This design comes from an exercise in tuning for small area on the open sky130 flow, not from production work. At most, simulation tests tie the RTL to the original design; equivalence was not proved. Only the layout flow was run in runs 3 to 6 and 8; the RTL was not checked for function there. Power and IR drop assume default switching activity.

File: flow/design.v
module sync_controller(
	input clk,
	input rst,
	input bkgd_in,
	input start_sync,
	output [19:0] sync_length,
	output reg ready,
	output reg [2:0] state
);
localparam HIGHTIME = 20'd6500;
localparam S_IDLE = 3'd0;
localparam S_SENDING_SYNC = 3'd1;
localparam S_WAITING_FOR_SETTLE = 3'd2;
localparam S_WAITING_FOR_PULL_LOW = 3'd3;
localparam S_COUNTING_SYNC = 3'd4;
reg [19:0] sync_count;
assign sync_length = sync_count;
wire down_zero = sync_count[12:0] == 13'd0;
always @(posedge clk) begin
	if (rst) begin
		state <= S_IDLE;
		sync_count <= HIGHTIME;
		ready <= 0;
	end else if (start_sync) begin
		state <= S_SENDING_SYNC;
		sync_count <= HIGHTIME;
		ready <= 0;
	end else begin
		case (state)
		S_SENDING_SYNC:
			if (down_zero) begin
				state <= S_WAITING_FOR_SETTLE;
				sync_count[12:0] <= 13'h0f;
			end else
				sync_count[12:0] <= sync_count[12:0] - 1'd1;
		S_WAITING_FOR_SETTLE:
			if (down_zero)
				state <= S_WAITING_FOR_PULL_LOW;
			else
				sync_count[12:0] <= sync_count[12:0] - 1'd1;
		S_WAITING_FOR_PULL_LOW:
			if (!bkgd_in)
				state <= S_COUNTING_SYNC;
		S_COUNTING_SYNC:
			if (bkgd_in) begin
				state <= S_IDLE;
				ready <= 1;
			end else
				sync_count <= sync_count + 1'd1;
		default: ;
		endcase
	end
end
endmodule
module bdc_clk_pulse_generator(
	input clk,
	input rst,
	output bdc_clk_pulse,
	input [19:0] sync_length,
	input set_sync_length
);
reg [13:0] counter;
reg [19:0] target_time;  
reg [6:0] frac;
reg carry;
assign bdc_clk_pulse = counter == 0;
wire [13:0] whole = target_time[19:7] + carry;
always @(posedge clk) begin
	if (rst) begin
		counter <= 0;
		target_time <= 0;
		frac <= 0;
		carry <= 0;
	end else if (set_sync_length) begin
		target_time <= sync_length;
		frac <= sync_length[6:0];
		carry <= 0;
	end else if (counter > whole) begin
		counter <= 0;
		{carry, frac} <= frac + target_time[6:0];
	end else begin
		counter <= counter + 1'd1;
	end
end
endmodule
module bdm(
	input clk,
	input rst,
	input bkgd_in,
	output bkgd_out,
	output bkgd_is_high_z,
	output mcu_pwr,
	output mcu_vpp,
	input do_read,
	input do_write,
	input do_start_mcu,
	input do_stop_mcu,
	input do_delay,
	input do_echo_test,
	input do_enable_vpp,
	input do_disable_vpp,
	input do_echo_sync_value,
	input do_resync,
	input [7:0] data_in,
	output [7:0] data_out,
	output ready,
	output reg valid,
	output [3:0] debug
);
localparam ST_IDLE        = 4'd0;
localparam ST_BOOT_SEND   = 4'd1;   
localparam ST_BOOT_STABLE = 4'd2;   
localparam ST_SYNC_START  = 4'd3;   
localparam ST_SYNCING     = 4'd4;
localparam ST_W_SEND      = 4'd5;
localparam ST_W_WAIT      = 4'd6;   
localparam ST_R_RX        = 4'd7;
localparam ST_R_REPLY     = 4'd8;   
localparam ST_R_BIT       = 4'd9;
localparam ST_R_DONE      = 4'd10;
localparam ST_ONE         = 4'd11;  
localparam ST_DELAY       = 4'd12;
localparam ST_ESYNC_HI    = 4'd13;
localparam ST_ESYNC_LO    = 4'd14;
reg [3:0] state;
reg [10:0] timer;
reg [7:0] data;
reg set_bdc_pulse_gen;
reg stop_pending;
reg pwr;
reg vpp_enabled;
wire [19:0] sync_count;
wire [2:0] sync_state;
wire sync_ready;
wire bdc_clk_pulse;
sync_controller sync_controller(
	.clk(clk),
	.rst(rst || do_stop_mcu || do_resync),
	.bkgd_in(bkgd_in),
	.start_sync(state == ST_SYNC_START),
	.sync_length(sync_count),
	.ready(sync_ready),
	.state(sync_state)
);
bdc_clk_pulse_generator bdc_clk_pulse_generator(
	.clk(clk),
	.rst(rst),
	.bdc_clk_pulse(bdc_clk_pulse),
	.sync_length(sync_count),
	.set_sync_length(set_bdc_pulse_gen)
);
assign debug = {1'b0, sync_state};
assign bkgd_out = 1'd0;
assign mcu_pwr = pwr;
assign mcu_vpp = vpp_enabled;
wire sync_sending = sync_state == 3'd1;
assign bkgd_is_high_z = !(state == ST_BOOT_SEND || state == ST_W_WAIT || state == ST_R_REPLY ||
	((state == ST_SYNC_START || state == ST_SYNCING) && sync_sending));
assign ready = state == ST_IDLE && !do_start_mcu && !do_stop_mcu && !do_read && !do_write &&
	!do_delay && !do_echo_test && !do_echo_sync_value && !do_resync;
assign data_out =
	state == ST_ESYNC_HI ? sync_count[15:8] :
	state == ST_ESYNC_LO ? sync_count[7:0] :
	data;
wire timer_zero = timer == 11'd0;
wire tclk_zero = timer[3:0] == 4'd0;
wire bits_left = |timer[7:4];
wire [10:0] timer_dec = timer - 1'd1;
always @(posedge clk) begin
	set_bdc_pulse_gen <= 0;
	stop_pending <= 0;
	valid <= 0;
	if (rst) begin
		state <= ST_IDLE;
		vpp_enabled <= 0;
		pwr <= 0;
	end else begin
		if (stop_pending)
			pwr <= 0;
		case (state)
		ST_IDLE:
			if (do_start_mcu) begin
				state <= ST_BOOT_SEND;
				timer <= 11'd1451;
			end else if (do_stop_mcu) begin
				stop_pending <= 1;
			end else if (do_read) begin
				state <= ST_R_RX;
				timer <= 11'd128;
			end else if (do_write) begin
				state <= ST_W_SEND;
				timer <= 11'd128;
				data <= data_in;
			end else if (do_delay) begin
				state <= ST_DELAY;
				timer <= {3'd0, data_in[3:0], 4'd0};
			end else if (do_echo_test) begin
				state <= ST_ONE;
				data <= data_in;
				valid <= 1;
			end else if (do_enable_vpp) begin
				vpp_enabled <= 1;
			end else if (do_disable_vpp) begin
				vpp_enabled <= 0;
			end else if (do_echo_sync_value) begin
				state <= ST_ESYNC_HI;
				valid <= 1;
			end else if (do_resync) begin
				state <= ST_SYNC_START;
			end
		ST_BOOT_SEND: begin
			if (timer == 11'd1201)
				pwr <= 1;
			if (timer_zero) begin
				state <= ST_BOOT_STABLE;
				timer <= 11'd501;
			end else
				timer <= timer_dec;
		end
		ST_BOOT_STABLE:
			if (timer_zero)
				state <= ST_SYNC_START;
			else
				timer <= timer_dec;
		ST_SYNC_START, ST_SYNCING:
			if (sync_ready) begin
				set_bdc_pulse_gen <= 1;
				state <= ST_IDLE;
			end else
				state <= ST_SYNCING;
		ST_W_SEND, ST_W_WAIT, ST_R_RX, ST_R_REPLY, ST_R_BIT:
			if (!tclk_zero) begin
				if (bdc_clk_pulse)
					timer <= timer_dec;
			end else case (state)
			ST_W_SEND:
				if (bits_left) begin
					state <= ST_W_WAIT;
					timer <= {timer_dec[10:4], data[7] ? 4'd4 : 4'd14};
				end else
					state <= ST_ONE;
			ST_W_WAIT: begin
				state <= ST_W_SEND;
				timer[3:0] <= data[7] ? 4'd14 : 4'd4;
				data <= {data[6:0], 1'd0};
			end
			ST_R_RX:
				if (bits_left) begin
					state <= ST_R_REPLY;
					timer <= {timer_dec[10:4], 4'd3};
				end else
					state <= ST_R_DONE;
			ST_R_REPLY: begin
				state <= ST_R_BIT;
				timer[3:0] <= 4'd7;
			end
			default: begin  
				state <= ST_R_RX;
				timer[3:0] <= 4'd6;
				data <= {data[6:0], bkgd_in};
			end
			endcase
		ST_R_DONE: begin
			state <= ST_IDLE;
			valid <= 1;
		end
		ST_DELAY:
			if (timer_zero)
				state <= ST_IDLE;
			else
				timer <= timer_dec;
		ST_ESYNC_HI: begin
			state <= ST_ESYNC_LO;
			valid <= 1;
		end
		default:  
			state <= ST_IDLE;
		endcase
	end
end
endmodule
File: flow/config.mk
export PLATFORM = sky130hd
export DESIGN_NAME = bdm
export DESIGN_NICKNAME = bdm
export VERILOG_FILES = /design/flow/design.v
export SDC_FILE = /design/flow/constraint.sdc
export NUM_CORES = 4
export LEC_CHECK = 0
export CAP_MARGIN = 20
export CORE_MARGIN = 2
export CORE_UTILIZATION = 40
export SLEW_MARGIN = 20
File: flow/constraint.sdc
create_clock -name core_clock -period 5.0 [get_ports {clk}]
set_input_delay 1.0000 -clock core_clock [delete_from_list [all_inputs] [get_ports {clk}]]
set_output_delay 1.0000 -clock core_clock [all_outputs]
set_load 0.01 [all_outputs]
File: flow/run.sh
#!/bin/bash
# synth_recipe.tcl (not shown) runs the flow's synth.tcl, then flattens the netlist and writes it again
# the make line also repeats each setting of config.mk as NAME=value (left out here)
make -C /OpenROAD-flow-scripts/flow DESIGN_CONFIG=/design/flow/config.mk WORK_HOME=/design/flow/orfs CLKGATE_MAP_FILE= SYNTH_SCRIPT=/design/flow/synth_recipe.tcl finish
==> impl_metrics.tcl, run 1 <==
set metrics [dict create \
    path_delay_family "buffers and inverters" \
    setup_tns_ps 0 \
    top_usage_layer "met2" \
    finalNonFillerCells 991 \
    ys.flop_type "dfxtp_1" \
    cts_setup_buffers 0 \
    clock-root-buffer "clkbuf_16" \
    power.total_w 0.002768 \
    seqPwrFrac_pct 38.1 \
    crit_path_max_incr_delay_ps 730 \
    switchingPower_w 0.001048 \
    period_share_pct 82.86 \
    pre_cts_ws_ps 902.9 \
    die_h_um 129.2 \
    cp_cell_sequence "inv_1, nor2_1, nand3_1, a21oi_1, clkdlybuf4s50_1" \
    critical_path_arrival_ps 3140 \
    wl_um 16790 \
    clkPwrFrac_pct 26.5 \
    p_int_w 0.001720 \
    num_vias 5677 \
    synth_top_family_by_area "simple AND/OR/NAND/NOR gates" \
    drive_above_1_share_pct 6.410 \
    core_area_mm2 0.01526 \
    port_buffers 36 \
    yosys_warnings 3 \
    pwr-share-comb_pct 35.4 \
    syn_area_mm2 0.006266 \
    drt_iter0_drc 572 \
    worstMarginPinSlew_ps 918.0 \
    setup_viol 0 \
    synth.distinct_cells 81 \
    p_per_area_mw_per_mm2 392.6 \
    synth_commonest_cells "nor2_1 (97), dfxtp_1 (75), a21oi_1 (66), nand2_1 (63), o21ai_0 (31)" \
    async_reset_ff_share_pct 0 \
    grt_max_degree 38 \
    yosysSeqAreaShare_pct 33.07 \
    clock-skew-final_ps 4.651 \
    clock_path_buffers 2 \
    ir_worst_vdd_v 0.0001992 \
    use_met2_pct 32.63 \
    ys_top_cells_by_area "dfxtp_1 (24%), edfxtp_1 (9.1%), ha_1 (6.0%), nor2_1 (5.8%), a21oi_1 (5.3%)" \
    antenna_found_initial 0 \
    cts_sinks 94 \
    post-dp-hpwl_um 12380 \
    grt.overflow.total 0 \
    synth_enable_flop_cells 19 \
    synth.most_common_cell "nor2_1" \
    cts_tree "yes" \
    grt_setup_unrepaired "false" \
    antenna_cells 0 \
    hold_violations 0 \
    routed_via_density 5.729 \
    synth_fa_ha_area_share_pct 6.310 \
    worstSetupPathType "reg -> out" \
    synth_seq_cells 94 \
    grt_pass1_vias 5353 \
    nets 827 \
    yosys.area_share.xor_xnor_pct 5.731 \
    r2r_slack_ps 1480 \
    insertion_delay_ps 340 \
    die_area_mm2 0.01668 \
    muxShareOfSynthArea_pct 5.112 \
    htree_levels 3 \
    cp_slowest_cell "dfxtp_1" \
    worstSetupStartpointType "register" \
    cts_buffers 9 \
    placedCellCount 975 \
    slew_viol_final 0 \
    drcViolationCount 0 \
    cts_resized 0 \
    synth_top_cell_by_area "dfxtp_1" \
    syn_area_per_cell_um2 8.223 \
    period_needed_ps 4143 \
    cap_violations 0 \
    synth_top_area_share_pct 23.96 \
    drtAntennaViolNets 0 \
    worstPathMaxFanout 19 \
    grtUsageMet3_pct 2.353 \
    first_pass_iters 5 \
    critPathBufInv 2 \
    netlist_instances 762 \
    crit_required_ps 4000 \
    rows 45 \
    grt_pass1_wl_um 27710 \
    leakage_nw 2.479 \
    status "finished clean" \
    end_kind "primary output" \
    synth-compound-area-share_pct 19.53 \
    max_freq_mhz 241.4 \
    post_drt_wl_per_cell_um 16.94 \
    hold_path_class "reg -> reg" \
    path_clk_slew_ps 70 \
    grt.met1_usage_pct 29.94 \
    grt_usage_pct 20.70 \
    p_sw_share_pct 37.86 \
    finalWorstSetupSlack_ps 856.9 \
    yosys.area_share.simple_pct 25.62 \
    relSlewSlack_pct 38.51 \
    die_w_um 129.2 \
    io_pins 39 \
    synthToLayoutAreaGrowth_pct 12.54 \
    cts_hold_buf 0 \
    floorplan.initialDensity_pct 41.07 \
    routabilityCongestion 0.9491 \
]
==> worst paths after layout <==
check,from,end,depth (start not counted)
max,state[0],data_out[7],5
min,bdc_clk_pulse_generator.target_time[2],bdc_clk_pulse_generator.target_time[2],2
max reg2reg,state[3],timer[6],7
min reg2reg,bdc_clk_pulse_generator.target_time[2],bdc_clk_pulse_generator.target_time[2],2
==> flip-flops by register name, indices dropped and copies added, names as in the netlist, 3 cells and up <==
name and count:
bdc_clk_pulse_generator.counter 14, bdc_clk_pulse_generator.frac 7, bdc_clk_pulse_generator.target_time 20, data 8, state 4, sync_controller.state 3
sync_controller.sync_count 20, timer 11
==> power groups by stage <==
stage               Clock [W]  Sequential (W)  Combinational (W)
CTS                  0.000750         0.00105           0.000969
floorplan                   0        0.000988           0.000730
global route         0.000782         0.00107            0.00108
global placement            0         0.00106           0.000954
finish               0.000732         0.00106           0.000980
detailed placement          0         0.00107           0.000961
==> stage by stage <==
stage,area [um^2],util [%],hold slack [ps]
final,7052,46.22,476.6
after global routing,7052,46.22,499.4
after CTS,7052,46.22,474.4
after detailed placement,6735,44.14,465.0
after global placement,6735,44.14,455.4
after floorplan,6270,-,440.3
==> routing by layer <==
layer	routed length (um)	vias up
li1	-	2810
met1	8411	2699
met2	7423	152
met3	694	16
met4	260	0
met5	0	-
==> tightest hold or removal path, stage by stage, from the launching register on <==
cell and delay [ps]:
dfxtp_1 320, nand2_1 60, a21oi_1 50
==> area by class of cell <==
type,count,area (um^2)
Multi-Input combinational cell,607,3911
Timing Repair Buffer,43,412.9
Fill cell,1521,8207
Inverter,20,75.07
Tap cell,211,264.0
Sequential cell,94,2072
Clock inverter,6,66.31
Clock buffer,10,250.2
==> layout by cell type (no fill, tap or decap), types with 15 or more instances in the layout <==
master / synthesis / routed
nor2_1: 97 / 97
xor2_1: 26 / 26
xnor2_1: 15 / 15
ha_1: 30 / 30
nand4_1: 21 / 21
dfxtp_1: 75 / 75
nand2_1: 63 / 63
clkdlybuf4s50_1: 0 / 36
inv_1: 19 / 19
nand3_1: 29 / 29
o21ai_0: 31 / 31
and3_1: 16 / 16
mux2i_1: 23 / 23
nor3_1: 20 / 20
a21oi_1: 66 / 66
edfxtp_1: 19 / 19
==> logic make-up after synthesis <==
| group | after synthesis |
|---|---|
| compound gates | 186 |
| xor+xnor | 41 |
| fa+ha+maj | 31 |
| buf+inv | 62 |
| flops | 94 |
| mux | 31 |
| other cells | 1 |
| simple gates | 316 |
==> run 2: changes to the inputs <==
--- a/flow/config.mk
+++ b/flow/config.mk
@@ -7,2 +7,3 @@
 export LEC_CHECK = 0
+export ABC_AREA = 1
 export CAP_MARGIN = 20
==> run 2 against run 1 <==
Against the previous run:
- maximum frequency is 6.7% higher
- global-route usage fell by 0.16 points
- clock power fell by 1%
- routed wire length up 2.8%
- register-to-register slack improved by 440 ps
- first-iteration DRC count decreased by 27%
- clock-buffer cell count up 1
- area after synthesis rose by 3.4%
- cell count is 22% higher
- via count increased by 7.1%
- non-clock buffer count down 1
- combinational power increased by 5%
- critical endpoint is now ready
==> impl_metrics.tcl, run 2 <==
set metrics [dict create \
    die_w_um 131.2 \
    async_reset_ff_share_pct 0 \
    hold_path_class "reg -> reg" \
    core_area_mm2 0.01583 \
    crit_required_ps 4000 \
    r2r_slack_ps 1920 \
    hold_start "sync_controller.ready" \
    yosysSeqAreaShare_pct 31.99 \
    num_vias 6082 \
    grt_pass1_vias 5681 \
    first_pass_iters 5 \
    routabilityCongestion 0.9473 \
    status "finished clean" \
    netlist_instances 963 \
    ys.flop_type "dfxtp_1" \
    drtAntennaViolNets 0 \
    floorplan.initialDensity_pct 40.92 \
    ir_worst_vdd_v 0.0001806 \
    drt_iter0_drc 415 \
    cts_tree "yes" \
    io_pins 39 \
    die_h_um 131.2 \
    syn_area_per_cell_um2 6.725 \
    nets 1040 \
    r2r_cells 16 \
    hold_violations 0 \
    multi_input_area_mm2 0.003802 \
    slew_viol_final 0 \
    cap_violations 0 \
    wl_um 17260 \
    syn_area_mm2 0.006476 \
    grt_max_degree 45 \
    setup_tns_ps 0 \
    setup_viol 0 \
    max_freq_mhz 257.6 \
    period_needed_ps 3883 \
    clock-skew-final_ps 7.918 \
    worstSetupPathType "in -> out" \
    path_clk_slew_ps 60 \
    grt.overflow.total 0 \
    period_share_pct 77.65 \
    synth_top_area_share_pct 23.18 \
    htree_levels 3 \
    relSlewSlack_pct 31.79 \
    p_per_area_mw_per_mm2 378.3 \
    antenna_cells 0 \
    synth_seq_cells 94 \
    grt_pass1_wl_um 28950 \
    largest_registers "bdc_clk_pulse_generator.target_time: 20 flops, sync_controller.sync_count: 20 flops, bdc_clk_pulse_generator.counter: 14 flops" \
    grt_setup_unrepaired "false" \
    synth_enable_flop_cells 19 \
    clock_path_buffers 2 \
    cts_resized 0 \
    antenna_found_initial 0 \
    final_common_cell "nand2_1" \
    port_buffers 36 \
    worstPathMaxFanout 4 \
    min_path_cells 2 \
    ys_top_cells_by_area "dfxtp_1 (23%), nand2_1 (14%), edfxtp_1 (8.8%), inv_1 (6.4%), a21oi_1 (6.0%)" \
    yosys_warnings 3 \
    grt_usage_pct 20.53 \
    cts_setup_buffers 0 \
    routed_via_density 5.031 \
    synth.distinct_cells 49 \
    r2r-start "bdc_clk_pulse_generator.carry" \
    mostFrequentLayoutCells "nand2_1 (241), inv_1 (110), nor2_1 (100)" \
    rr_endpoint "bdc_clk_pulse_generator.frac[3]" \
    whs_ps 438.4 \
    drcViolationCount 0 \
    cts_hold_buf 0 \
    critical_path_arrival_ps 2880 \
    die_area_mm2 0.01722 \
    synthToLayoutAreaGrowth_pct 12.89 \
    drive_above_1_share_pct 6.747 \
    hold_end "set_bdc_pulse_gen" \
    leakage_nw 3.095 \
    clock-root-buffer "clkbuf_16" \
    insertion_delay_ps 360 \
    synth_top_cell_by_area "dfxtp_1" \
    post-dp-hpwl_um 13180 \
    cts_buffers 9 \
    cts_sinks 94 \
    worstMarginPinSlew_ps 1018 \
    seq_area_mm2 0.002072 \
    fillerInstances 1671 \
    synth.most_common_cell "nand2_1" \
    post_drt_wl_per_cell_um 14.28 \
    worstSetupStartpointType "primary input" \
    synth_commonest_cells "nand2_1 (241), inv_1 (110), nor2_1 (100), a21oi_1 (77), dfxtp_1 (75)" \
    end_kind "primary output" \
    rows 46 \
]
[run 2: cell count changes after synthesis, sizes merged, moves of 11 or more]
cell    previous run  this run
a21oi             67        78
and3              16         0
inv               19       118
mux2i             23         0
nand2             63       248
nand2b            11         0
nand3             29        78
nor2              97       112
o21ai             35        70
[run 2: routing by layer]
layer	GRT usage [%]	part of all wire [%]
met5	0	0
met4	5.193	1.6
met3	4.090	4.6
met2	31.20	43
met1	29.77	51
[run 2: cell families (layout without fill, tap and decap cells)]
kind of cell / after synthesis / after routing / synth area share [%]
buffers and inverters: 149 / 178 / 9.447
adder cells (fa/ha/maj): 31 / 31 / 6.105
XOR/XNOR: 38 / 38 / 5.139
AO/OA/AOI/OAI: 160 / 160 / 12.91
other: 1 / 2 / 0.05790
AND/OR/NAND/NOR: 490 / 490 / 34.35
flip-flops: 94 / 94 / 31.99
[run 2: final cells by class]
cell class,count,area share (%)
flip-flops and latches,94,28.34
clock inverters,5,0.7873
clock buffers,11,3.457
well taps,216,3.697
multi-input cells,721,52.01
inverters,120,6.161
repair buffers,42,5.545
[run 2: critical path: stages]
cell	delay, ps
clkdlybuf4s50_1	480
nor2_1	210
nand2_1	70
nor2_1	240
nand2_1	130
nor4_1	170
clkdlybuf4s50_1	570
[run 2: through the flow]
| stage | util, % | cell area [um^2] | worst slack [ps] | power [W] | instances |
|---|---|---|---|---|---|
| after detailed placement | 44.23 | 7000 | 1124 | 0.002054 | 1193 |
| final | 46.19 | 7311 | 1117 | 0.002766 | 1209 |
| after floorplan | - | 6480 | 2147 | 0.001745 | 964 |
| after global placement | 44.23 | 7000 | 1137 | 0.002049 | 1193 |
| after global routing | 46.19 | 7311 | 929.0 | 0.002960 | 1209 |
| after CTS | 46.19 | 7311 | 1110 | 0.002785 | 1209 |
[run 2: worst max-delay path by stage]
| stage | start | to | slack [ps] |
|---|---|---|---|
| floorplan | do_start_mcu | ready | 2150 |
| global placement | do_start_mcu | ready | 1140 |
| CTS | do_start_mcu | ready | 1110 |
| finish | do_start_mcu | ready | 1120 |
| detailed placement | do_start_mcu | ready | 1120 |
| global route | do_start_mcu | ready | 930 |
[run 2: report_power, final]
part	total [W]	internal, W	switching [W]
sequential	0.00101	0.000923	0.0000837
clock	0.000725	0.000414	0.000311
combinational	0.00103	0.000352	0.000682
==> run 3: changes to the inputs <==
--- a/flow/design.v
+++ b/flow/design.v
@@ -9,3 +9,2 @@
 );
-localparam HIGHTIME = 20'd6500;
 localparam S_IDLE = 3'd0;
@@ -15,5 +14,8 @@
 localparam S_COUNTING_SYNC = 3'd4;
-reg [19:0] sync_count;
-assign sync_length = sync_count;
-wire down_zero = sync_count[12:0] == 13'd0;
+reg [19:0] cnt;
+wire inverted = state == S_SENDING_SYNC || state == S_WAITING_FOR_SETTLE ||
+	(state == S_IDLE && !ready);
+assign sync_length = {cnt[19:13] & {7{!inverted}}, cnt[12:0] ^ {13{inverted}}};
+wire down_zero = &cnt[12:0];
+wire [19:0] cnt_inc = cnt + 1'd1;
 always @(posedge clk) begin
@@ -21,3 +23,3 @@
 		state <= S_IDLE;
-		sync_count <= HIGHTIME;
+		cnt <= ~20'd6500;
 		ready <= 0;
@@ -25,3 +27,3 @@
 		state <= S_SENDING_SYNC;
-		sync_count <= HIGHTIME;
+		cnt <= ~20'd6500;
 		ready <= 0;
@@ -32,10 +34,11 @@
 				state <= S_WAITING_FOR_SETTLE;
-				sync_count[12:0] <= 13'h0f;
-			end else
-				sync_count[12:0] <= sync_count[12:0] - 1'd1;
+				cnt[12:0] <= ~13'h0f;
+			end else
+				cnt <= cnt_inc;
 		S_WAITING_FOR_SETTLE:
-			if (down_zero)
+			if (down_zero) begin
 				state <= S_WAITING_FOR_PULL_LOW;
-			else
-				sync_count[12:0] <= sync_count[12:0] - 1'd1;
+				cnt <= 20'd0;
+			end else
+				cnt <= cnt_inc;
 		S_WAITING_FOR_PULL_LOW:
@@ -48,3 +51,3 @@
 			end else
-				sync_count <= sync_count + 1'd1;
+				cnt <= cnt_inc;
 		default: ;
@@ -65,4 +68,5 @@
 reg carry;
+reg stall;
 assign bdc_clk_pulse = counter == 0;
-wire [13:0] whole = target_time[19:7] + carry;
+wire at_end = counter > target_time[19:7];
 always @(posedge clk) begin
@@ -73,2 +77,3 @@
 		carry <= 0;
+		stall <= 0;
 	end else if (set_sync_length) begin
@@ -77,4 +82,10 @@
 		carry <= 0;
-	end else if (counter > whole) begin
+		stall <= 0;
+		if (stall)
+			counter <= counter + 1'd1;
+	end else if (at_end && carry && !stall) begin
+		stall <= 1;
+	end else if (at_end) begin
 		counter <= 0;
+		stall <= 0;
 		{carry, frac} <= frac + target_time[6:0];
--- a/flow/config.mk
+++ b/flow/config.mk
@@ -7,3 +7,2 @@
 export LEC_CHECK = 0
-export ABC_AREA = 1
 export CAP_MARGIN = 20
==> run 3 against run 2 <==
Against the previous run:
- first-iteration DRC count rose by 33%
- final area shrank 5.0%
- via count down 4.7%
- cell count shrank 18%
- sequential cell count up 1
- area after synthesis shrank 3.6%
- register-to-register slack worse by 180 ps
- combinational power grew 5%
- routed wire length is 2.5% lower
- still clean on timing, DRC and antenna
- synthesized cell count is 20% lower
==> impl_metrics.tcl, run 3 <==
set metrics [dict create \
    drt_iter0_drc 552 \
    rows 45 \
    end_kind "primary output" \
    die_h_um 129.0 \
    crit_path_max_incr_delay_ps 570 \
    setup_tns_ps 0 \
    synth.distinct_cells 80 \
    slew_viol_final 0 \
    io_pins 39 \
    leakage_nw 2.448 \
    synth_seq_cells 95 \
    relSlewSlack_pct 28.81 \
    hold_path_class "reg -> reg" \
    timing.critical_path.from "do_start_mcu" \
    yosysSeqAreaShare_pct 33.49 \
    drtAntennaViolNets 0 \
    critical_path_arrival_ps 3140 \
    port_buffers 36 \
    htree_levels 3 \
    cp_cell_sequence "clkdlybuf4s50_1, nor3_1, nand2_1, nor4_1, nor3b_1, clkdlybuf4s50_1" \
    synth_enable_flop_cells 19 \
    mostFrequentLayoutCells "dfxtp_1 (76), nor2_1 (69), a21oi_1 (61)" \
    grt_usage_pct 20.71 \
    cap_violations 0 \
    hold_start "bdc_clk_pulse_generator.target_time[15]" \
    cts_resized 0 \
    syn_area_per_cell_um2 8.059 \
    ir_worst_vdd_v 0.0001751 \
    synth_commonest_cells "dfxtp_1 (76), nor2_1 (69), a21oi_1 (61), nand2_1 (54)" \
    clock-skew-final_ps 8.964 \
    clock-root-buffer "clkbuf_16" \
    async_reset_ff_share_pct 0 \
    ys.flop_type "dfxtp_1" \
    r2r-start "state[1]" \
    netlist_instances 775 \
    largest_registers "bdc_clk_pulse_generator.target_time: 20 flops, sync_controller.cnt: 20 flops, bdc_clk_pulse_generator.counter: 14 flops" \
    cts_tree "yes" \
    grt_setup_unrepaired "false" \
    cts_buffers 9 \
    nets 826 \
    status "finished clean" \
    cts_hold_buf 0 \
    grt.overflow.total 0 \
    antenna_found_initial 0 \
    antenna_cells 0 \
    yosys_warnings 3 \
    first_pass_iters 5 \
    worstSetupPathType "in -> out" \
    cp_slowest_cell "clkdlybuf4s50_1" \
    post-dp-hpwl_um 12410 \
    synth_top_area_share_pct 24.36 \
    power.total_w 0.002734 \
    period_needed_ps 4144 \
    grt_max_degree 41 \
    worstPathMaxFanout 6 \
    period_share_pct 82.89 \
    die_w_um 129.0 \
    hold_violations 0 \
    path_delay_family "buffers and inverters" \
    synth.most_common_cell "dfxtp_1" \
    insertion_delay_ps 350 \
    setup_viol 0 \
    num_vias 5799 \
    grt_pass1_wl_um 27510 \
    worstSetupStartpointType "primary input" \
    core_area_mm2 0.01526 \
    clock_path_buffers 2 \
    floorplan.initialDensity_pct 40.93 \
    synth_top_cell_by_area "dfxtp_1" \
    post_drt_wl_per_cell_um 16.95 \
    synthToLayoutAreaGrowth_pct 11.24 \
    grt_pass1_vias 5293 \
    fillerInstances 1490 \
    syn_area_mm2 0.006246 \
    cts_setup_buffers 0 \
    max_freq_mhz 241.3 \
    cts_sinks 95 \
    ys_top_cells_by_area "dfxtp_1 (24%), edfxtp_1 (9.1%), ha_1 (5.0%), a21oi_1 (4.9%), nor2_1 (4.1%)" \
    cp_common_cell "clkdlybuf4s50_1" \
    routabilityCongestion 0.8977 \
    final_common_cell "dfxtp_1" \
    seq_area_mm2 0.002092 \
    p_per_area_mw_per_mm2 393.5 \
    r2r_slack_ps 1740 \
    crit_required_ps 4000 \
    drive_above_1_share_pct 5.499 \
    worstMarginPinSlew_ps 1066 \
    die_area_mm2 0.01663 \
    critPathBufInv 2 \
    routed_via_density 5.840 \
    wl_um 16840 \
    drcViolationCount 0 \
    multi_input_area_mm2 0.003821 \
    path_clk_slew_ps 60 \
]
## run 3: layer usage
metal | vias to the layer above | GRT usage (%) | part of all wire (%)
li1 | 2868 | - | -
met1 | 2760 | 29.83 | 48
met2 | 151 | 32.09 | 45
met3 | 20 | 2.204 | 4.6
met4 | 0 | 7.609 | 2.1
met5 | - | 0 | 0
## run 3: metrics by stage
stage	setup slack, ps	utilization (%)	hold WS, ps	cell area, um^2	instances
final	855.5	45.54	472.4	6948	993
after CTS	870.6	45.50	472.7	6943	993
after detailed placement	885.3	43.89	462.7	6696	979
after global routing	646.0	45.54	496.1	6948	993
after floorplan	1966	-	441.1	6250	776
after global placement	891.5	43.89	457.6	6696	979
## run 3: final cells by class
type | instances | share of cell area (%)
Tap cell | 211 | 3.800
Sequential cell | 95 | 30.11
Inverter | 33 | 1.783
Multi-Input combinational cell | 598 | 55.00
Clock inverter | 2 | 0.1441
Clock buffer | 12 | 3.404
Timing Repair Buffer | 42 | 5.763
## run 3: kinds of logic (layout without fill, tap and decap cells)
group	Yosys count	after routing	synth area share (%)
XOR/XNOR	26	26	3.646
flip-flops	95	95	33.49
buffers and inverters	83	89	5.469
multiplexers	18	18	3.045
adder cells (fa/ha/maj)	26	26	5.329
other	1	2	0.06004
AO/OA/AOI/OAI	225	225	23.64
AND/OR/NAND/NOR	301	301	25.32
## run 3: worst min-delay path, cell delays in order (launching register included)
cell     delay (ps)
dfxtp_1         310
nand2_1          60
a21oi_1          50
## run 3: worst paths after layout
check                                             to  depth (start not counted)
max                                            ready                          6
min          bdc_clk_pulse_generator.target_time[15]                          2
max reg2reg                                 timer[4]                          5
min reg2reg  bdc_clk_pulse_generator.target_time[15]                          2
## run 3: where the power goes
| part | leakage (nW) | internal, W | switching (W) |
|---|---|---|---|
| sequential | 0.792 | 0.000901 | 0.000127 |
| clock | 0.122 | 0.000331 | 0.000291 |
| combinational | 1.53 | 0.000435 | 0.000650 |
| total | 2.45 | 0.00167 | 0.00107 |
==> run 4: changes to the inputs <==
--- a/flow/config.mk
+++ b/flow/config.mk
@@ -10,2 +10,3 @@
 export CORE_UTILIZATION = 40
+export CTS_BUF_LIST = sky130_fd_sc_hd__clkbuf_8
 export SLEW_MARGIN = 20
==> run 4 against run 3 <==
Against the previous run:
- non-clock buffer count stayed put
- sequential cell count unchanged
- first-iteration DRC count rose by 2.2%
- cell count unchanged
- clock-buffer cell count down 3
- worst setup slack got worse by 3.6 ps
- sequential power about the same
- critical path type unchanged
- clock skew rose by 6.9 ps
- largest power group unchanged
- critical endpoint unchanged
- global-route usage decreased by 0.070 points
- highest routed layer unchanged
- register-to-register slack worse by 30 ps
- largest cell class unchanged
==> impl_metrics.tcl, run 4 <==
set metrics [dict create \
    status "finished clean" \
    syn_area_mm2 0.006246 \
    slew_viol_final 0 \
    dpl_cell_area_mm2 0.006696 \
    grt.overflow.total 0 \
    met2_wirelength_um 7544 \
    cts_sinks 95 \
    cap_violations 0 \
    die_w_um 129.0 \
    mostFrequentLayoutCells "dfxtp_1 (76), nor2_1 (69), a21oi_1 (61)" \
    final_core_util_pct 44.87 \
    cp_cell_sequence "clkdlybuf4s50_1, nor3_1, nand2_1, nor4_1, nor3b_1, clkdlybuf4s50_1" \
    grt_setup_unrepaired "false" \
    period_share_pct 82.96 \
    synth_top_area_share_pct 24.36 \
    drcViolationCount 0 \
    drtAntennaViolNets 0 \
    yosysSeqAreaShare_pct 33.49 \
    grt_pass1_wl_um 27430 \
    ir_worst_vdd_v 0.0001471 \
    grt_max_degree 41 \
    rows 45 \
    insertion_delay_ps 380 \
    hold_violations 0 \
    synthToLayoutAreaGrowth_pct 9.615 \
    clock_path_buffers 2 \
    antenna_cells 0 \
    rr_endpoint "timer[9]" \
    period_needed_ps 4148 \
    cts_tree "yes" \
    synth.most_common_cell "dfxtp_1" \
    hold_end "bdc_clk_pulse_generator.target_time[13]" \
    routabilityCongestion 0.8977 \
    grt_usage_pct 20.64 \
    multi_input_area_mm2 0.003821 \
    htree_levels 3 \
    crit_path_max_incr_delay_ps 570 \
    dr_wl_met3_um 731 \
    first_pass_iters 5 \
    routed_via_density 5.848 \
    r2r_cells 5 \
    clock-skew-final_ps 15.84 \
    ys.flop_type "dfxtp_1" \
    p_per_area_mw_per_mm2 371.8 \
    yosys_warnings 3 \
    worstPathMaxFanout 6 \
    min_path_cells 2 \
    cp_slowest_cell "clkdlybuf4s50_1" \
    synth_enable_flop_cells 19 \
    worstSetupPathType "in -> out" \
    end_kind "primary output" \
    floorplan.initialDensity_pct 40.93 \
    path_clk_slew_ps 90 \
    drive_above_1_share_pct 5.499 \
    die_area_mm2 0.01663 \
    synth.distinct_cells 80 \
    critPathBufInv 2 \
    synth_commonest_cells "dfxtp_1 (76), nor2_1 (69), a21oi_1 (61), nand2_1 (54)" \
    wl_met1_um 8159 \
    cts_buffers 9 \
    postLayoutCellArea_mm2 0.006847 \
    r2r-start "state[1]" \
    drt_iter0_drc 564 \
    post-dp-hpwl_um 12410 \
    pre_cts_ws_ps 885.3 \
    max_freq_mhz 241.1 \
    r2r_slack_ps 1710 \
    setup_tns_ps 0 \
    die_h_um 129.0 \
    nets 826 \
    synth_top_cell_by_area "dfxtp_1" \
    syn_area_per_cell_um2 8.059 \
    num_vias 5807 \
    crit_required_ps 4000 \
    seq_area_mm2 0.002092 \
    port_buffers 36 \
    clock-root-buffer "clkbuf_8" \
    hold_path_class "reg -> reg" \
    netlist_instances 775 \
    core_area_mm2 0.01526 \
    wl_um 16790 \
    async_reset_ff_share_pct 0 \
    worstSetupStartpointType "primary input" \
    ys_top_cells_by_area "dfxtp_1 (24%), edfxtp_1 (9.1%), ha_1 (5.0%), a21oi_1 (4.9%), nor2_1 (4.1%)" \
    final_common_cell "dfxtp_1" \
    cts_resized 0 \
    cts_hold_buf 0 \
    critical_path_arrival_ps 3150 \
    setup_viol 0 \
    fillerInstances 1508 \
    relSlewSlack_pct 27.25 \
    worstMarginPinSlew_ps 1089 \
    io_pins 39 \
    highest_layer "met4" \
    synth_seq_cells 95 \
    finalWorstSetupSlack_ps 851.9 \
    path_delay_family "buffers and inverters" \
    largest_registers "bdc_clk_pulse_generator.target_time: 20 flops, sync_controller.cnt: 20 flops, bdc_clk_pulse_generator.counter: 14 flops" \
    antenna_found_initial 0 \
    leakage_nw 2.414 \
    post_drt_wl_per_cell_um 16.91 \
    cp_common_cell "clkdlybuf4s50_1" \
    cts_setup_buffers 0 \
    grt_pass1_vias 5296 \
    hold_start "bdc_clk_pulse_generator.target_time[13]" \
]
run 4: cell types whose count changed in the layout (fill, tap and decap cells not counted):
cell,before,now
inv_1,32,35
clkbuf_16,9,0
clkbuf_8,0,9
clkbuf_1,3,0
run 4: kinds of logic (layout without fill, tap and decap cells):
group                      Yosys count  in the layout  synth area share, %
adders and majority gates           26             26                5.329
other                                1              2              0.06004
buffers and inverters               83             89                5.469
muxes                               18             18                3.045
AOI/OAI and AO/OA                  225            225                23.64
and+or+nand+nor                    301            301                25.32
DFF                                 95             95                33.49
xor gates and xnor gates            26             26                3.646
run 4: layout make-up:
class | count | share of cell area (%)
clock buffer | 9 | 1.809
sequential | 95 | 30.56
timing repair buffer | 42 | 5.848
clock inverter | 5 | 0.3107
tap | 211 | 3.856
inverter | 33 | 1.809
multi-input combinational | 598 | 55.81
run 4: worst register-to-register path, delay by kind of cell (launching register included):
family / cells / cell delay, ps
AND/OR/NAND/NOR: 2 / 560
flip-flops: 1 / 920
AO/OA/AOI/OAI: 3 / 1440
run 4: worst max path at each step:
stage / startpoint / end / slack [ps] / cells after the start
final: do_start_mcu / ready / 850 / 6
after global routing: state[1] / ready / 620 / 5
after CTS: do_start_mcu / ready / 870 / 6
after detailed placement: do_start_mcu / ready / 890 / 6
after global placement: do_start_mcu / ready / 890 / 6
after floorplan: do_write / ready / 1970 / 3
run 4: stage by stage:
stage / instances / total power [W] / hold WS [ps]
floorplan: 776 / 0.001823 / 441.1
global placement: 979 / 0.002085 / 457.6
detailed placement: 979 / 0.002100 / 462.7
CTS: 993 / 0.002539 / 476.9
global route: 993 / 0.002708 / 500.0
finish: 993 / 0.002546 / 473.1
run 4: power breakdown:
group	internal, W	total [W]	switching, W
Clock	0.000169	0.000437	0.000268
Sequential	0.000900	0.00103	0.000126
Combinational	0.000434	0.00108	0.000649
Total	0.00150	0.00255	0.00104
run 4: per-layer routing:
layer / vias up / global-route usage, %
li1: 2872 / -
met1: 2743 / 29.49
met5: - / 0
met3: 22 / 2.495
met4: 0 / 7.417
met2: 170 / 32.12
==> run 5: changes to the inputs <==
--- a/flow/config.mk
+++ b/flow/config.mk
@@ -10,3 +10,4 @@
 export CORE_UTILIZATION = 40
-export CTS_BUF_LIST = sky130_fd_sc_hd__clkbuf_8
+export CTS_BUF_LIST = sky130_fd_sc_hd__clkbuf_4 sky130_fd_sc_hd__clkbuf_8
+export CTS_CLUSTER_SIZE = 10
 export SLEW_MARGIN = 20
==> run 5 against run 4 <==
Against the previous run:
- die area stayed put
- power is 0.91% higher
- clock skew down 1.4 ps
- clock power increased by 5.0%
- sequential share of layout area decreased by 0.050 points
- non-clock buffer count is the same
- utilization up 0.074 points
- first-iteration DRC count grew 1.2%
- critical path type unchanged
- largest cell class unchanged
- largest power group unchanged
==> impl_metrics.tcl, run 5 <==
set metrics [dict create \
    synth_enable_flop_cells 19 \
    hold_path_class "reg -> reg" \
    period_needed_ps 4145 \
    synth_seq_cells 95 \
    synth_top_cell_by_area "dfxtp_1" \
    grt_usage_pct 20.71 \
    routabilityCongestion 0.8977 \
    cts_setup_buffers 0 \
    postLayoutCellArea_mm2 0.006858 \
    synthToLayoutAreaGrowth_pct 9.796 \
    post_drt_wl_per_cell_um 16.91 \
    num_vias 5817 \
    drt_iter0_drc 571 \
    routed_via_density 5.858 \
    ys.flop_type "dfxtp_1" \
    synth.distinct_cells 80 \
    yosysSeqAreaShare_pct 33.49 \
    largest_registers "bdc_clk_pulse_generator.target_time: 20 flops, sync_controller.cnt: 20 flops, bdc_clk_pulse_generator.counter: 14 flops" \
    ir_worst_vdd_v 0.0001479 \
    worstPathMaxFanout 6 \
    synth_top_area_share_pct 24.36 \
    synth_commonest_cells "dfxtp_1 (76), nor2_1 (69), a21oi_1 (61), nand2_1 (54)" \
    cts_tree "yes" \
    grt_setup_unrepaired "false" \
    grt_pass1_vias 5330 \
    die_w_um 129.0 \
    slew_viol_final 0 \
    cap_violations 0 \
    setup_tns_ps 0 \
    hold_violations 0 \
    relSlewSlack_pct 26.68 \
    syn_area_mm2 0.006246 \
    crit_required_ps 4000 \
    async_reset_ff_share_pct 0 \
    synth.most_common_cell "dfxtp_1" \
    grt_max_degree 41 \
    ys_top_cells_by_area "dfxtp_1 (24%), edfxtp_1 (9.1%), ha_1 (5.0%), a21oi_1 (4.9%), nor2_1 (4.1%)" \
    grt.overflow.total 0 \
    final_common_cell "dfxtp_1" \
    grt_pass1_wl_um 27460 \
    cts_resized 0 \
    die_area_mm2 0.01663 \
    syn_area_per_cell_um2 8.059 \
    cts_sinks 95 \
    wl_um 16800 \
    dpl_cell_area_mm2 0.006696 \
    netlist_instances 775 \
    worstSetupStartpointType "primary input" \
    worstSetupPathType "in -> out" \
    p_per_area_mw_per_mm2 374.6 \
    drive_above_1_share_pct 5.882 \
    htree_levels 3 \
    rows 45 \
    cts_hold_buf 0 \
    path_clk_slew_ps 90 \
    max_freq_mhz 241.2 \
    setup_viol 0 \
    port_buffers 36 \
    clock_path_buffers 2 \
    first_pass_iters 6 \
    end_kind "primary output" \
    drtAntennaViolNets 0 \
    core_area_mm2 0.01526 \
    whs_ps 476.2 \
    post-dp-hpwl_um 12410 \
    power.total_w 0.002569 \
    yosys_warnings 3 \
    io_pins 39 \
    die_h_um 129.0 \
    worstMarginPinSlew_ps 1097 \
    fillerInstances 1508 \
    clock-skew-final_ps 14.49 \
    insertion_delay_ps 380 \
    status "finished clean" \
    cts_buffers 9 \
    critical_path_arrival_ps 3150 \
    clock-root-buffer "clkbuf_8" \
    leakage_nw 2.412 \
    period_share_pct 82.91 \
    antenna_found_initial 0 \
    floorplan.initialDensity_pct 40.93 \
    antenna_cells 0 \
    nets 826 \
    drcViolationCount 0 \
    mostFrequentLayoutCells "dfxtp_1 (76), nor2_1 (69), a21oi_1 (61)" \
]
-- run 5: cell type report --
class / instances / area [um^2] / share of cell area (%)
multi-input cells: 598 / 3821 / 55.72
flip-flops and latches: 95 / 2092 / 30.51
clock buffers: 12 / 146.4 / 2.135
repair buffers: 42 / 400.4 / 5.838
well taps: 211 / 264.0 / 3.850
clock inverters: 2 / 10.01 / 0.1460
inverters: 33 / 123.9 / 1.806
-- run 5: layer usage --
layer | part of all wire, % | up-vias | track usage, %
li1 | - | 2869 | -
met1 | 48 | 2741 | 29.29
met2 | 45 | 180 | 32.03
met3 | 4.7 | 27 | 2.911
met4 | 2.3 | 0 | 7.992
met5 | 0 | - | 0
-- run 5: stage by stage --
| step | utilization (%) | cells | setup WS [ps] |
|---|---|---|---|
| 2_1_floorplan | - | 776 | 1966 |
| 4_1_cts | 44.91 | 993 | 870.6 |
| 6_report | 44.94 | 993 | 854.6 |
| 5_1_grt | 44.94 | 993 | 612.7 |
| 3_5_place_dp | 43.89 | 979 | 885.3 |
| 3_3_place_gp | 43.89 | 979 | 891.5 |
-- run 5: path summary, 6_finish.rpt --
kind / slack [ps] / to / from / cells after the start
setup / recovery: 850 / ready / do_start_mcu / 6
hold / removal: 480 / bdc_clk_pulse_generator.target_time[13] / bdc_clk_pulse_generator.target_time[13] / 2
setup reg to reg: 1750 / timer[9] / state[1] / 5
hold reg to reg: 480 / bdc_clk_pulse_generator.target_time[13] / bdc_clk_pulse_generator.target_time[13] / 2
-- run 5: cells by family after synthesis --
kind of cell    count (synthesis)  share of synthesized area [%]
fa+ha+maj                      26                          5.329
flops                          95                          33.49
buf+inv                        83                          5.469
mux                            18                          3.045
compound gates                225                          23.64
other cells                     1                        0.06004
xor+xnor                       26                          3.646
simple gates                  301                          25.32
-- run 5: worst max-delay path: stages --
cell	delay, ps
clkdlybuf4s50_1	510
nor3_1	220
nand2_1	170
nor4_1	440
nor3b_1	240
clkdlybuf4s50_1	570
-- run 5: power breakdown --
part	internal, W	leakage [nW]	switching [W]
Combinational	0.000434	1.53	0.000649
Clock	0.000191	0.0863	0.000268
Sequential	0.000900	0.792	0.000127
Total	0.00153	2.41	0.00104
==> run 6: changes to the inputs <==
==> flow/flow/run.sh (new file) <==
#!/bin/bash
# Own layout flow: the standard flow (standard.sh) with one change to
# synthesis. ABC maps the combinational logic with an area-oriented script
# (abc_area.script) in place of ORFS's delay-oriented abc_speed.script; the
# script copy below differs from ORFS's scripts in that one file only.
# Everything before ABC (registers, their names and cells) and every step after
# synthesis are the standard flow's. Each tool's output goes to a log here and
# under orfs/logs/.
set -euo pipefail
W=$(pwd)
S="$W/orfs_scripts_area"
rm -rf "$S"
cp -r "$FLOW_HOME/scripts" "$S"
cp "$W/flow/abc_area.script" "$S/abc_speed.script"
bash "$W/standard.sh" SCRIPTS_DIR="$S" synth > "$W/run_synth.log" 2>&1
bash "$W/standard.sh" BUFFER_PORTS_ARGS="-buffer_cell sky130_fd_sc_hd__buf_1" finish > "$W/run_layout.log" 2>&1
==> flow/flow/abc_area.script (new file) <==
strash
dc2
dch -f
amap
strash
dch -f
amap
==> flow/standard.sh (new file) <==
#!/bin/bash
# synth_recipe.tcl (not shown) runs the flow's synth.tcl, then flattens the netlist and writes it again
# the make line also repeats each setting of config.mk as NAME=value (left out here)
make -C /OpenROAD-flow-scripts/flow DESIGN_CONFIG=/design/flow/config.mk WORK_HOME=/design/flow/orfs CLKGATE_MAP_FILE= SYNTH_SCRIPT=/design/flow/synth_recipe.tcl "${@:-finish}"
--- a/flow/config.mk
+++ b/flow/config.mk
@@ -10,4 +10,3 @@
 export CORE_UTILIZATION = 40
-export CTS_BUF_LIST = sky130_fd_sc_hd__clkbuf_4 sky130_fd_sc_hd__clkbuf_8
-export CTS_CLUSTER_SIZE = 10
+export CTS_BUF_LIST = sky130_fd_sc_hd__clkbuf_8
 export SLEW_MARGIN = 20
removed: flow/run.sh
==> run 6 against run 5 <==
Against the previous run:
- power is 6.5% lower
- clock-buffer cell count down 3
- critical path depth is 2 higher
- via count decreased by 12%
- worst setup slack better by 200 ps
- highest routed layer unchanged
- final area decreased by 15%
- worst hold slack got worse by 3.6 ps
==> impl_metrics.tcl, run 6 <==
set metrics [dict create \
    core_area_mm2 0.01272 \
    hold_path_class "reg -> reg" \
    antenna_found_initial 0 \
    synth_seq_cells 95 \
    grt_pass1_wl_um 23490 \
    max_freq_mhz 253.5 \
    cts_resized 0 \
    worstSetupStartpointType "register" \
    netlist_instances 697 \
    first_pass_iters 5 \
    cts_sinks 95 \
    worstPathMaxFanout 16 \
    largest_registers "bdc_clk_pulse_generator.target_time: 20 flops, sync_controller.cnt: 20 flops, bdc_clk_pulse_generator.counter: 14 flops" \
    synth_enable_flop_cells 19 \
    post_drt_wl_per_cell_um 15.32 \
    worstSetupPathType "reg -> out" \
    min_path_cells 2 \
    port_buffers 36 \
    period_share_pct 78.91 \
    synth.most_common_cell "nor2_1" \
    setup_tns_ps 0 \
    die_area_mm2 0.01409 \
    syn_area_mm2 0.005264 \
    clkPwrFrac_pct 21.0 \
    leakage_nw 2.043 \
    io_pins 39 \
    routabilityCongestion 0.9305 \
    num_vias 5090 \
    postLayoutCellArea_mm2 0.005821 \
    cap_violations 0 \
    period_needed_ps 3946 \
    hold_violations 0 \
    cp_slowest_cell "o22ai_1" \
    routed_via_density 5.509 \
    rows 41 \
    slew_viol_final 0 \
    grt_usage_pct 20.82 \
    r2r_cells 10 \
    clock-skew-final_ps 12.80 \
    drive_above_1_share_pct 2.394 \
    critical_path_arrival_ps 2950 \
    grt.overflow.total 0 \
    grt_pass1_vias 4738 \
    yosys_warnings 3 \
    synth.distinct_cells 48 \
    grt_max_degree 24 \
    crit_cells 8 \
    switchingPower_w 0.0009565 \
    relSlewSlack_pct 28.40 \
    cts_buffers 9 \
    synth_top_cell_by_area "dfxtp_1" \
    ys_top_cells_by_area "dfxtp_1 (29%), edfxtp_1 (11%), nor2_1 (9.2%), clkinv_1 (7.1%), ha_1 (5.9%)" \
    syn_area_per_cell_um2 7.552 \
    mostFrequentLayoutCells "nor2_1 (129), clkinv_1 (101), dfxtp_1 (76)" \
    drcViolationCount 0 \
    whs_ps 472.5 \
    crit_path_max_incr_delay_ps 460 \
    ys.flop_type "dfxtp_1" \
    critPathBufInv 3 \
    p_int_w 0.001446 \
    async_reset_ff_share_pct 0 \
    nets 794 \
    die_h_um 118.7 \
    synth_top_area_share_pct 28.90 \
    end_kind "primary output" \
    drt_iter0_drc 316 \
    p_sw_share_pct 39.82 \
    ir_worst_vdd_v 0.0001946 \
    cp_cell_sequence "or2_0, o211ai_1, buf_4, clkinv_1, o22ai_1, nand2_1, a32oi_1, buf_1" \
    setup_viol 0 \
    htree_levels 3 \
    antenna_cells 0 \
    crit_required_ps 4000 \
    cts_tree "yes" \
    drtAntennaViolNets 0 \
    status "finished clean" \
    insertion_delay_ps 380 \
    floorplan.initialDensity_pct 41.37 \
    dpl_cell_area_mm2 0.005633 \
    worstMarginPinSlew_ps 1066 \
    die_w_um 118.7 \
    cts_hold_buf 0 \
    post-dp-hpwl_um 11060 \
    wl_um 14150 \
    clock-root-buffer "clkbuf_8" \
    path_clk_slew_ps 100 \
    clock_path_buffers 2 \
    cts_setup_buffers 0 \
    synthToLayoutAreaGrowth_pct 10.58 \
    seqPwrFrac_pct 42.3 \
    power.total_w 0.002402 \
    synth_commonest_cells "nor2_1 (129), clkinv_1 (100), dfxtp_1 (76), nand2_1 (68), a21oi_1 (42)" \
    grt_setup_unrepaired "false" \
    p_per_area_mw_per_mm2 412.7 \
    path_delay_family "compound AO/OA/AOI/OAI gates" \
    pwr-share-comb_pct 36.7 \
    final_common_cell "nor2_1" \
    yosysSeqAreaShare_pct 39.74 \
]
-- run 6: changes by cell type after synthesis, moves of 19 or more --
cell / previous run / this run
a21oi_1: 61 / 42
clkbuf_1: 38 / 0
clkinv_1: 0 / 100
inv_1: 32 / 0
nand3_1: 38 / 11
nor2_1: 69 / 129
o21ai_1: 20 / 0
o22ai_1: 6 / 31
xnor2_1: 21 / 0
-- run 6: final timing paths --
kind,endpoint,slack [ps],startpoint
max,data_out[3],1050,sync_controller.state[0]
min,bdc_clk_pulse_generator.frac[0],470,bdc_clk_pulse_generator.frac[0]
max reg2reg,timer[10],1060,state[1]
min reg2reg,bdc_clk_pulse_generator.frac[0],470,bdc_clk_pulse_generator.frac[0]
-- run 6: kinds of logic after synthesis --
kind of cell               Yosys count  synth area share, %
DFF                                 95                39.74
adders and majority gates           26                6.323
and+or+nand+nor                    291                24.15
buffers and inverters              102                7.416
AOI/OAI and AO/OA                  182                22.30
other                                1              0.07124
-- run 6: layer usage --
layer	vias to the layer above	global-route usage (%)	wire length [um]
met3	11	2.944	619
met4	0	6.771	163
met1	2377	30.07	7147
li1	2584	-	-
met2	118	31.86	6223
met5	-	0	0
-- run 6: power groups by stage --
| stage | clock network (W) | registers, W | logic [W] |
|---|---|---|---|
| floorplan | 0 | 0.00100 | 0.000635 |
| global placement | 0 | 0.00103 | 0.000858 |
| detailed placement | 0 | 0.00103 | 0.000877 |
| CTS | 0.000518 | 0.00101 | 0.000880 |
| global route | 0.000545 | 0.00103 | 0.00100 |
| finish | 0.000505 | 0.00102 | 0.000882 |
-- run 6: layout make-up --
class | count | area, um^2
fill | 1342 | 6902
clock buffer | 9 | 123.9
clock inverter | 7 | 63.81
timing repair buffer | 40 | 165.2
tap | 172 | 215.2
inverter | 100 | 375.4
multi-input combinational | 501 | 2785
sequential | 95 | 2092
-- run 6: worst register-to-register path: stages, from the launching register on --
cell and delay, ps:
dfxtp_1 450, clkinv_1 190, nand2_1 220, o22ai_1 150, or2_0 270, nor2_1 790
clkinv_1 570, nor2_1 480, a221oi_1 140, o2111ai_1 130, a31oi_1 210
-- run 6: stage by stage --
stage                     instances  utilization, %  setup slack, ps
after detailed placement        908           44.28             1142
final                           924           45.75             1054
after floorplan                 698               -             1516
after CTS                       924           45.75             1070
after global placement          908           44.28             1234
after global routing            924           45.75            704.6
==> run 7: changes to the inputs <==
--- a/flow/design.v
+++ b/flow/design.v
@@ -255,3 +255,3 @@
 				timer[3:0] <= data[7] ? 4'd14 : 4'd4;
-				data <= {data[6:0], 1'd0};
+				data <= {data[6:0], bkgd_in};
 			end
==> flow/flow/abc_area.script (replaced) <==
strash
dc2
dch -f
map -a
strash
dch -f
amap
==> run 7 against run 6 <==
Against the previous run:
- final area decreased by 0.82%
- cell count decreased by 1.7%
- via count shrank 0.81%
- largest power group unchanged
- clock-buffer cell count is 1 higher
- utilization shrank 0.19 points
- sequential share of layout area increased by 0.30 points
- power rose by 2.1%
- worst hold slack improved by 2.2 ps
- global-route usage fell by 0.086 points
- largest cell class unchanged
==> impl_metrics.tcl, run 7 <==
set metrics [dict create \
    crit_path_max_incr_delay_ps 440 \
    status "finished clean" \
    final_common_cell "nor2_1" \
    cp_cell_sequence "clkinv_1, ha_1, and2_0, a221o_1, a21oi_1, nor2_1, a211oi_1, nor2_1, a2111oi_0, a41oi_1, nand2_1, a21oi_1, nor4_1, nand2_1, nor2_1, nand2_1, nor2_1, clkinv_1, nor3_1, clkinv_1, nor2_1, nor2_1, a211oi_1" \
    grt_usage_pct 20.74 \
    htree_levels 3 \
    dr_wl_met3_um 582 \
    insertion_delay_ps 390 \
    leakage_nw 1.952 \
    cts_sinks 95 \
    synth_top_area_share_pct 29.29 \
    ys_top_cells_by_area "dfxtp_1 (29%), edfxtp_1 (11%), nor2_1 (9.0%), clkinv_1 (7.6%), ha_1 (6.0%)" \
    seqPwrFrac_pct 41.6 \
    placedCellCount 892 \
    path_clk_slew_ps 90 \
    worstPathMaxFanout 5 \
    power.total_w 0.002452 \
    routed_via_density 5.561 \
    first_pass_iters 4 \
    pwr-share-comb_pct 37.2 \
    switchingPower_w 0.0009669 \
    fillerInstances 1341 \
    crit_required_ps 5300 \
    cts_resized 0 \
    wl_um 13900 \
    max_freq_mhz 235.9 \
    grt_pass1_wl_um 23340 \
    clock_path_buffers 2 \
    postLayoutCellArea_mm2 0.005773 \
    post-dp-hpwl_um 10850 \
    wl_met1_um 6643 \
    worstMarginPinSlew_ps 921.7 \
    finalNonFillerCells 908 \
    hold_violations 0 \
    die_h_um 118.0 \
    grt_pass1_vias 4864 \
    antenna_cells 0 \
    hold_path_class "reg -> reg" \
    yosys_warnings 3 \
    nets 778 \
    port_buffers 36 \
    num_vias 5049 \
    hold_start "bdc_clk_pulse_generator.target_time[14]" \
    routabilityCongestion 0.9138 \
    p_int_w 0.001485 \
    hold_end "bdc_clk_pulse_generator.target_time[14]" \
    drt_iter0_drc 403 \
    core_area_mm2 0.01267 \
    synth_commonest_cells "nor2_1 (124), clkinv_1 (105), dfxtp_1 (76), nand2_1 (54), o22ai_1 (43)" \
    clock-root-buffer "clkbuf_8" \
    synth_enable_flop_cells 19 \
    netlist_instances 679 \
    cp_common_cell "nor2_1" \
    floorplan.initialDensity_pct 41.00 \
    worstSetupStartpointType "register" \
    synth.distinct_cells 45 \
    cts_hold_buf 0 \
    async_reset_ff_share_pct 0 \
    die_w_um 118.0 \
    worstSetupPathType "reg -> reg" \
    ir_worst_vdd_v 0.0002808 \
    r2r_cells 23 \
    cts_tree "yes" \
    post_drt_wl_per_cell_um 15.31 \
    setup_viol 0 \
    p_sw_share_pct 39.44 \
    drcViolationCount 0 \
    synthToLayoutAreaGrowth_pct 11.13 \
    cts_setup_buffers 0 \
    largest_registers "bdc_clk_pulse_generator.target_time: 20 flops, sync_controller.cnt: 20 flops, bdc_clk_pulse_generator.counter: 14 flops" \
    period_share_pct 84.78 \
    rows 41 \
    syn_area_per_cell_um2 7.651 \
    dpl_cell_area_mm2 0.005579 \
    drive_above_1_share_pct 2.582 \
    die_area_mm2 0.01391 \
    grt_max_degree 22 \
    cts_buffers 9 \
    mostFrequentLayoutCells "nor2_1 (124), clkinv_1 (105), dfxtp_1 (76)" \
    rr_endpoint "bdc_clk_pulse_generator.counter[13]" \
    grt.overflow.total 0 \
    synth_top_cell_by_area "dfxtp_1" \
    relSlewSlack_pct 37.90 \
    critical_path_arrival_ps 4540 \
    end_kind "register" \
    p_per_area_mw_per_mm2 424.7 \
    clock-skew-final_ps 10.51 \
    antenna_found_initial 0 \
    r2r-start "bdc_clk_pulse_generator.target_time[15]" \
    cap_violations 0 \
    whs_ps 474.7 \
    synth.most_common_cell "nor2_1" \
    syn_area_mm2 0.005195 \
    setup_tns_ps 0 \
    synth_seq_cells 95 \
    cp_slowest_cell "a2111oi_0" \
    r2r_slack_ps 760 \
    period_needed_ps 4239 \
    io_pins 39 \
    drtAntennaViolNets 0 \
    ys.flop_type "dfxtp_1" \
    slew_viol_final 0 \
    grt_setup_unrepaired "false" \
    yosysSeqAreaShare_pct 40.27 \
    clkPwrFrac_pct 21.2 \
    min_path_cells 2 \
    met2_wirelength_um 6354 \
    highest_layer "met4" \
]
-- run 7: cell types whose count changed in the layout (fill, tap and decap cells not counted), moves of 4 or more --
cell and delta:
nand2_1 -14, o22ai_1 +12, nor3_1 -9, a211oi_1 +7, a32oi_1 -7, nor2_1 -5
a21oi_1 -4, and3_1 -4, clkinv_1 +4, o21ai_0 +4
-- run 7: layout make-up --
type | instances | area (um^2) | area share [%]
repair buffers | 42 | 180.2 | 3.121
multi-input cells | 478 | 2698 | 46.73
well taps | 172 | 215.2 | 3.728
clock buffers | 10 | 137.6 | 2.384
flip-flops and latches | 95 | 2092 | 36.24
clock inverters | 6 | 56.30 | 0.9753
inverters | 105 | 394.1 | 6.827
-- run 7: how the worst max path moves through the flow --
| stage | cells after the start | endpoint | from | slack (ps) |
|---|---|---|---|---|
| after floorplan | 6 | data_out[6] | sync_controller.state[0] | 1460 |
| after global placement | 23 | bdc_clk_pulse_generator.counter[13] | bdc_clk_pulse_generator.target_time[15] | 1050 |
| after detailed placement | 23 | bdc_clk_pulse_generator.counter[13] | bdc_clk_pulse_generator.target_time[15] | 850 |
| after CTS | 23 | bdc_clk_pulse_generator.counter[13] | bdc_clk_pulse_generator.target_time[15] | 780 |
| after global routing | 23 | bdc_clk_pulse_generator.counter[13] | bdc_clk_pulse_generator.target_time[15] | 180 |
| final | 23 | bdc_clk_pulse_generator.counter[13] | bdc_clk_pulse_generator.target_time[15] | 760 |
-- run 7: logic make-up after synthesis --
group / count (synthesis) / share of synthesized area (%)
compound gates: 195 / 24.16
xor+xnor: 2 / 0.3372
fa+ha+maj: 26 / 6.407
buf+inv: 107 / 7.876
flops: 95 / 40.27
other cells: 1 / 0.07219
simple gates: 253 / 20.88
-- run 7: layer usage --
layer	track usage (%)	vias up
met1	27.67	2359
met4	8.886	0
met3	3.052	24
met5	0	-
met2	33.43	127
li1	-	2539
-- run 7: power groups by stage --
stage | registers [W] | logic [W] | clock network [W]
2_1_floorplan | 0.00101 | 0.000653 | 0
3_3_place_gp | 0.00103 | 0.000887 | 0
3_5_place_dp | 0.00104 | 0.000898 | 0
4_1_cts | 0.00102 | 0.000906 | 0.000533
5_1_grt | 0.00103 | 0.00103 | 0.000552
6_report | 0.00102 | 0.000912 | 0.000519
-- run 7: metrics by stage --
step | setup WS (ps) | utilization, %
after floorplan | 1463 | -
after global placement | 1052 | 44.03
after detailed placement | 854.7 | 44.03
after CTS | 776.3 | 45.56
after global routing | 183.7 | 45.56
final | 760.9 | 45.56
-- run 7: critical path, delay by kind of cell, from the launching register on --
family                     cells  cell delay [ps]
AOI/OAI and AO/OA              7             1570
adders and majority gates      1              330
buffers and inverters          3              300
DFF                            1              320
and+or+nand+nor               12             1620
==> run 8: changes to the inputs <==
--- a/flow/design.v
+++ b/flow/design.v
@@ -255,3 +255,3 @@
 				timer[3:0] <= data[7] ? 4'd14 : 4'd4;
-				data <= {data[6:0], bkgd_in};
+				data <= {data[6:0], 1'd0};
 			end
--- a/flow/flow/run.sh
+++ b/flow/flow/run.sh
@@ -15,2 +15,2 @@
 bash "$W/standard.sh" SCRIPTS_DIR="$S" synth > "$W/run_synth.log" 2>&1
-bash "$W/standard.sh" BUFFER_PORTS_ARGS="-buffer_cell sky130_fd_sc_hd__buf_1" finish > "$W/run_layout.log" 2>&1
+bash "$W/standard.sh" ${BUFFER_ARGS:-} finish > "$W/run_layout.log" 2>&1
==> flow/flow/abc_area.script (replaced) <==
strash
dc2
dch -f
amap
strash
dch -f
amap
==> run 8 against run 7 <==
Against the previous run:
- still clean
- clock skew grew 0.72 ps
- via count up 1.2%
- final area is 5.3% higher
- non-clock buffer count decreased by 1
- synthesized cell count up 2.7%
- cell count grew 1.9%
- global-route usage barely moved
==> impl_metrics.tcl, run 8 <==
set metrics [dict create \
    io_pins 39 \
    post-dp-hpwl_um 11150 \
    antenna_cells 0 \
    path_clk_slew_ps 90 \
    synth_fa_ha_area_share_pct 6.323 \
    yosys.area_share.xor_xnor_pct 0 \
    mostFrequentLayoutCells "nor2_1 (129), clkinv_1 (100), dfxtp_1 (76)" \
    yosysSeqAreaShare_pct 39.74 \
    period_share_pct 84.98 \
    rows 41 \
    largest_registers "bdc_clk_pulse_generator.target_time: 20 flops, sync_controller.cnt: 20 flops, bdc_clk_pulse_generator.counter: 14 flops" \
    cts_sinks 95 \
    p_per_area_mw_per_mm2 410.4 \
    cts_setup_buffers 0 \
    critPathBufInv 3 \
    worstPathMaxFanout 16 \
    syn_area_mm2 0.005264 \
    final_common_cell "nor2_1" \
    grt.overflow.total 0 \
    crit_required_ps 4000 \
    synth_top_family_by_area "simple AND/OR/NAND/NOR gates" \
    switchingPower_w 0.0009553 \
    muxShareOfSynthArea_pct 0 \
    p_int_w 0.001540 \
    antenna_found_initial 0 \
    grt_usage_pct 20.77 \
    cts_tree "yes" \
    ys_top_cells_by_area "dfxtp_1 (29%), edfxtp_1 (11%), nor2_1 (9.2%), clkinv_1 (7.1%), ha_1 (5.9%)" \
    seqPwrFrac_pct 40.6 \
    synth_enable_flop_cells 19 \
    finalNonFillerCells 925 \
    synth_seq_cells 95 \
    setup_tns_ps 0 \
    grt_setup_unrepaired "false" \
    status "finished clean" \
    clock_path_buffers 2 \
    leakage_nw 2.159 \
    clock-root-buffer "clkbuf_8" \
    period_needed_ps 4249 \
    critical_path_arrival_ps 3250 \
    r2r_slack_ps 1230 \
    synth.most_common_cell "nor2_1" \
    drtAntennaViolNets 0 \
    synth_top_cell_by_area "dfxtp_1" \
    post_drt_wl_per_cell_um 15.43 \
    insertion_delay_ps 370 \
    synth-compound-area-share_pct 22.30 \
    first_pass_iters 4 \
    relSlewSlack_pct 43.72 \
    grt_pass1_vias 4678 \
    synth_top_area_share_pct 28.90 \
    yosys.area_share.simple_pct 24.15 \
    routed_via_density 5.522 \
    floorplan.initialDensity_pct 41.37 \
    grt_pass1_wl_um 23470 \
    max_freq_mhz 235.4 \
    clkPwrFrac_pct 21.4 \
    ys.flop_type "dfxtp_1" \
    cts_hold_buf 0 \
    grt_max_degree 23 \
    end_kind "primary output" \
    cts_resized 0 \
    cts_buffers 9 \
    routabilityCongestion 0.9313 \
    synth_commonest_cells "nor2_1 (129), clkinv_1 (100), dfxtp_1 (76), nand2_1 (68), a21oi_1 (42)" \
    netlist_instances 697 \
    cp_slowest_cell "clkdlybuf4s50_1" \
    path_delay_family "buffers and inverters" \
    drive_above_1_share_pct 2.656 \
    setup_viol 0 \
    syn_area_per_cell_um2 7.552 \
]
## run 8: changes by cell type after synthesis, moves of 3 or more
cell / previous run / this run
a2111oi_0: 4 / 1
a211oi_1: 15 / 8
a21oi_1: 38 / 42
a32oi_1: 0 / 7
and3_1: 1 / 5
clkinv_1: 105 / 100
nand2_1: 54 / 68
nand3_1: 14 / 11
nor2_1: 124 / 129
nor3_1: 32 / 41
o21ai_0: 40 / 36
o22ai_1: 43 / 31
or2_0: 4 / 7
or3_1: 4 / 7
## run 8: cell type report
class	instances	area [um^2]	share of cell area (%)
multi-input cells	501	2790	45.88
flip-flops and latches	95	2092	34.40
repair buffers	41	397.9	6.543
inverters	100	375.4	6.173
well taps	172	215.2	3.539
clock buffers	12	165.2	2.716
clock inverters	4	45.04	0.7407
## run 8: final timing paths
path | to | depth (start not counted) | startpoint
hold / removal | bdc_clk_pulse_generator.frac[0] | 2 | bdc_clk_pulse_generator.frac[0]
setup / recovery | data_out[3] | 8 | sync_controller.state[0]
hold reg to reg | bdc_clk_pulse_generator.frac[0] | 2 | bdc_clk_pulse_generator.frac[0]
setup reg to reg | bdc_clk_pulse_generator.counter[13] | 20 | bdc_clk_pulse_generator.target_time[8]
## run 8: power by group through the flow
stage	Combinational (W)	Sequential, W	Clock (W)
final	0.000948	0.00101	0.000535
after detailed placement	0.000934	0.00103	0
after global routing	0.00106	0.00102	0.000583
after CTS	0.000941	0.00101	0.000549
after global placement	0.000928	0.00102	0
after floorplan	0.000635	0.00100	0
## run 8: metal layers
| metal | vias up | global-route usage (%) | wire length [um] |
|---|---|---|---|
| met1 | 2362 | 30.83 | 7300 |
| li1 | 2605 | - | - |
| met5 | - | 0 | 0 |
| met2 | 122 | 30.50 | 5976 |
| met4 | 0 | 7.589 | 284 |
| met3 | 19 | 2.799 | 710 |
## run 8: tightest hold or removal path: cells and delay by family, from the launching register on
kind	cells	cell delay, ps
and+or+nand+nor	1	50
DFF	1	320
AOI/OAI and AO/OA	1	50
## run 8: kinds of logic (layout without fill, tap and decap cells)
kind of cell,after synthesis,after routing
buf+inv,102,157
fa+ha+maj,26,26
simple gates,291,291
compound gates,182,182
other cells,1,2
flops,95,95
## run 8: through the flow
stage | hold WS (ps) | worst slack, ps | power, W | util, % | area (um^2)
CTS | 465.0 | 780.7 | 0.002501 | 47.76 | 6076
floorplan | 429.1 | 1516 | 0.001640 | - | 5268
detailed placement | 454.9 | 1037 | 0.001962 | 46.11 | 5866
global placement | 443.7 | 1156 | 0.001953 | 46.11 | 5866
global route | 484.9 | 497.2 | 0.002664 | 47.80 | 6081
finish | 464.1 | 751.1 | 0.002496 | 47.80 | 6081
